Context: an optimization exercise on an open-source flow, tuned for small area. The choices shown serve that exercise and are no tape-out recipe.
RTL that was checked went through simulation tests only; none was proved equivalent to the original.
Power is estimated from default activity; no workload was simulated.

== old ==
==> flow/design.v <==
module diwall_top (
    input  logic        clk,
    input  logic        rst_n,
    input  logic [11:0] csr_addr,
    input  logic [31:0] csr_wdata,
    input  logic [63:0] hpm0,
    input  logic [63:0] hpm1,
    input  logic [63:0] hpm2,
    output logic [1:0]  alert,
    output logic        alert_jamming,
    output logic        detect_done,
    output logic        ewma_done,
    output logic        enable_detect,
    output logic [31:0] ewma_rssi
);
  logic armed;    
  logic en;       
  logic an;       
  logic dd;       
  logic init;     
  logic valid;    
  logic jam;      
  logic        v0, v1;      
  logic [30:2] rx;          
  logic        rs;          
  logic [30:0] q;           
  logic        qs;          
  logic        cy;          
  localparam int CUT = 17;
  localparam logic [30:0] LOOK = 31'h2aa8aaaa;
  wire csr_hit  = (csr_addr == 12'h320);
  wire arm_wr   = csr_hit & ~|csr_wdata;
  wire disarm_wr= csr_hit & &csr_wdata;
  wire busy     = en | an | (dd & init);    
  wire start    = armed & disarm_wr;
  wire ld_init  = start & ~init;
  wire ld_sum   = an & init;
  wire gt0 = (|hpm0[63:6]) | (&hpm0[5:3]);
  wire gt1 = (|hpm1[63:10]) | (hpm1[9] & (hpm1[8] | hpm1[7] |
             (hpm1[6] & (hpm1[5] | (hpm1[4] & (hpm1[3] | hpm1[2]))))));
  logic [30:0] op_r, op_a, op_b, s, c, h, g, sum;
  logic [31:0] k;
  always_comb begin
    op_r = {2'b00, rx[30:2]};
    op_a = {1'b0, q[30:1]};
    op_b = {2'b00, q[30:2]};
    s = op_r ^ op_a ^ op_b;
    c = {(op_r[29:0] & op_a[29:0]) | (op_r[29:0] & op_b[29:0]) | (op_a[29:0] & op_b[29:0]), 1'b0};
    h = s ^ c;
    g = s & c;
    k = '0;
    sum[0] = s[0];
    for (int i = 1; i < 31; i++) begin
      logic ci;
      if (!LOOK[i-1]) begin
        ci = (i == CUT) ? cy : k[i];
        k[i+1] = g[i] | (h[i] & ci);
        sum[i] = h[i] ^ ci;
        if (LOOK[i]) begin
          k[i+2]   = g[i+1] | (h[i+1] & g[i]) | (h[i+1] & h[i] & ci);
          sum[i+1] = h[i+1] ^ k[i+1];
        end
      end
    end
  end
  wire all_hi = &{qs, q[30:8]};
  wire above  = all_hi & q[7] & q[6];
  wire ge_lcl = all_hi & q[7] & (q[6] | q[5] | (q[4] & (q[3] | (q[2] & q[1]))));
  wire jam_nx = above | ~ge_lcl;
  always_ff @(posedge clk, negedge rst_n) begin
    if (!rst_n) begin
      armed <= 1'b0;
      en    <= 1'b0;
      an    <= 1'b0;
      dd    <= 1'b0;
      init  <= 1'b0;
      valid <= 1'b0;
      jam   <= 1'b0;
      qs    <= 1'b0;
      q[0]  <= 1'b0;
    end else begin
      armed <= ~busy & (armed ? ~disarm_wr : arm_wr);
      en    <= start;
      an    <= en;
      dd    <= an;
      init  <= init | dd;
      valid <= valid | ld_sum;
      if (dd & init) jam <= jam_nx;
      if (ld_sum) begin
        qs   <= rs;
        q[0] <= sum[0];
      end
    end
  end
  always_ff @(posedge clk) begin
    cy <= k[CUT];
    if (en) begin
      v0 <= gt0;
      v1 <= gt1;
    end
    if (start) begin
      rs <= hpm2[31];
      rx <= hpm2[30:2];
    end
    if (ld_sum) q[30:1] <= sum[30:1];
    else if (ld_init) q[30:1] <= hpm2[30:1];
  end
  assign enable_detect = en;
  assign detect_done   = dd;
  assign ewma_done     = init ? dd : an;
  assign alert         = {dd & v0, dd & v0 & v1};
  assign alert_jamming = jam;
  assign ewma_rssi     = {qs, q[30:1] & {30{valid}}, q[0]};
endmodule
==> flow/config.mk <==
export PLATFORM = sky130hd
export DESIGN_NAME = diwall_top
export DESIGN_NICKNAME = diwall_top
export VERILOG_FILES = /design/flow/design.v
export SDC_FILE = /design/flow/constraint.sdc
export NUM_CORES = 4
export LEC_CHECK = 0
export CAP_MARGIN = 20
export CORE_MARGIN = 2
export CORE_UTILIZATION = 40
export SLEW_MARGIN = 20
==> flow/constraint.sdc <==
create_clock -name core_clock -period 5.0 [get_ports {clk}]
set_input_delay 1.0000 -clock core_clock [delete_from_list [all_inputs] [get_ports {clk}]]
set_output_delay 1.0000 -clock core_clock [all_outputs]
set_load 0.01 [all_outputs]
standard.sh (not shown) runs the stock make flow with config.mk's settings and CLKGATE_MAP_FILE= SYNTH_SCRIPT=/design/flow/synth_recipe.tcl, a recipe that flattens the netlist after the stock synthesis.
==> flow/flow/run.sh <==
#!/bin/bash
# The standard layout, with the smallest buffer (buf_1) on every input and
# output port, and a clock tree of small buffers without dummy loads.
set -euo pipefail
bash standard.sh BUFFER_PORTS_ARGS="-buffer_cell sky130_fd_sc_hd__buf_1" \
  CTS_ARGS="-sink_clustering_enable -repair_clock_nets -dont_use_dummy_load -buf_list sky130_fd_sc_hd__clkbuf_4" \
  finish > orfs_make.log 2>&1
Every stage of the flow completed for old, and the final layout passed the timing, design-rule and antenna checks.
--- input diff old..new ---
==> flow/design.v <==
module diwall_top (
    input  logic        clk,
    input  logic        rst_n,
    input  logic [11:0] csr_addr,
    input  logic [31:0] csr_wdata,
    input  logic [63:0] hpm0,
    input  logic [63:0] hpm1,
    input  logic [63:0] hpm2,
    output logic [1:0]  alert,
    output logic        alert_jamming,
    output logic        detect_done,
    output logic        ewma_done,
    output logic        enable_detect,
    output logic [31:0] ewma_rssi
);
  logic armed;    
  logic en;       
  logic an;       
  logic dd;       
  logic init;     
  logic valid;    
  logic jam;      
  logic        v0, v1;      
  logic [30:2] rx;          
  logic        rs;          
  logic [30:0] q;           
  logic        qs;          
  logic        cy;          
  localparam int CUT = 17;
  wire csr_hit  = (csr_addr == 12'h320);
  wire arm_wr   = csr_hit & ~|csr_wdata;
  wire disarm_wr= csr_hit & &csr_wdata;
  wire busy     = en | an | (dd & init);    
  wire start    = armed & disarm_wr;
  wire ld_init  = start & ~init;
  wire ld_sum   = an & init;
  wire gt0 = (|hpm0[63:6]) | (&hpm0[5:3]);
  wire gt1 = (|hpm1[63:10]) | (hpm1[9] & (hpm1[8] | hpm1[7] |
             (hpm1[6] & (hpm1[5] | (hpm1[4] & (hpm1[3] | hpm1[2]))))));
  logic [30:0] op_r, op_a, op_b, s, c, h, g, sum;
  logic [31:0] k;
  always_comb begin
    op_r = {2'b00, rx[30:2]};
    op_a = {1'b0, q[30:1]};
    op_b = {2'b00, q[30:2]};
    s = op_r ^ op_a ^ op_b;
    c = {(op_r[29:0] & op_a[29:0]) | (op_r[29:0] & op_b[29:0]) | (op_a[29:0] & op_b[29:0]), 1'b0};
    h = s ^ c;
    g = s & c;
    k = '0;
    sum[0] = s[0];
    for (int i = 1; i < 31; i += 2) begin
      logic ci;
      ci = (i == CUT) ? cy : k[i];
      k[i+1] = g[i] | (h[i] & ci);
      sum[i] = h[i] ^ ci;
      if (i < 30) begin
        k[i+2]   = g[i+1] | (h[i+1] & g[i]) | (h[i+1] & h[i] & ci);
        sum[i+1] = h[i+1] ^ k[i+1];
      end
    end
  end
  wire all_hi = &{qs, q[30:8]};
  wire above  = all_hi & q[7] & q[6];
  wire ge_lcl = all_hi & q[7] & (q[6] | q[5] | (q[4] & (q[3] | (q[2] & q[1]))));
  wire jam_nx = above | ~ge_lcl;
  always_ff @(posedge clk, negedge rst_n) begin
    if (!rst_n) begin
      armed <= 1'b0;
      en    <= 1'b0;
      an    <= 1'b0;
      dd    <= 1'b0;
      init  <= 1'b0;
      valid <= 1'b0;
      jam   <= 1'b0;
      qs    <= 1'b0;
      q[0]  <= 1'b0;
    end else begin
      armed <= ~busy & (armed ? ~disarm_wr : arm_wr);
      en    <= start;
      an    <= en;
      dd    <= an;
      init  <= init | dd;
      valid <= valid | ld_sum;
      if (dd & init) jam <= jam_nx;
      if (ld_sum) begin
        qs   <= rs;
        q[0] <= sum[0];
      end
    end
  end
  always_ff @(posedge clk) begin
    cy <= k[CUT];
    if (en) begin
      v0 <= gt0;
      v1 <= gt1;
    end
    if (start) begin
      rs <= hpm2[31];
      rx <= hpm2[30:2];
    end
    if (ld_sum) q[30:1] <= sum[30:1];
    else if (ld_init) q[30:1] <= hpm2[30:1];
  end
  assign enable_detect = en;
  assign detect_done   = dd;
  assign ewma_done     = init ? dd : an;
  assign alert         = {dd & v0, dd & v0 & v1};
  assign alert_jamming = jam;
  assign ewma_rssi     = {qs, q[30:1] & {30{valid}}, q[0]};
endmodule
Findings:
- Delta (new minus old): relative contribution of the clock network to total power higher, total design power shows an increase of about 1.6%, final net count climbed 0.84%, cell area after technology mapping went up, global-route usage +1.9 points.
- new vs. old: worst hold slack shows an increase of 0.0074 ns; cell area after placement now larger; die area now sits higher.
- Critical path depth: new lower than old
- The lower number of multi-input logic gates of old and new is in old.
- Between new and old, the number of antenna violations at the first check in global routing does not differ in any meaningful way.
- Summary: with old as the reference, via count of the first global-routing pass in new moved down slightly.
- For new, the worst setup path endpoint was q[15]$_DFFE_PP_, unlike old, where it was q[29]$_DFFE_PP_.
For old, only the layout was checked, not whether the RTL still works.

## afterwards: timing with drivers on the ports
The flow's constraints put no driver on any port. The routed layouts listed below were extracted and timed again, unchanged, in two steps. Step 1 (the two cells are an assumption about what drives the block):
set clk [get_ports {clk}]
set_driving_cell -lib_cell sky130_fd_sc_hd__clkbuf_16 $clk
set_driving_cell -lib_cell sky130_fd_sc_hd__buf_2 [delete_from_list [all_inputs] $clk]
Step 2 also shifts input and output timing later by t, the mid clock arrival at the registers, as if the neighbouring blocks saw the same clock. a / b / c = no drivers / after step 1 / after step 2; a / b = the first two.
run	shift t [ns]	setup slack, ns	slew at the worst register clock pin (ns)	pins driven straight from the clock port
old	0.421	0.982 / 0.982 / 0.982	0.11 / 0.11	1
new	0.449	1.153 / 1.153 / 1.153	0.11 / 0.11	1
After both steps every run listed still meets setup and hold.
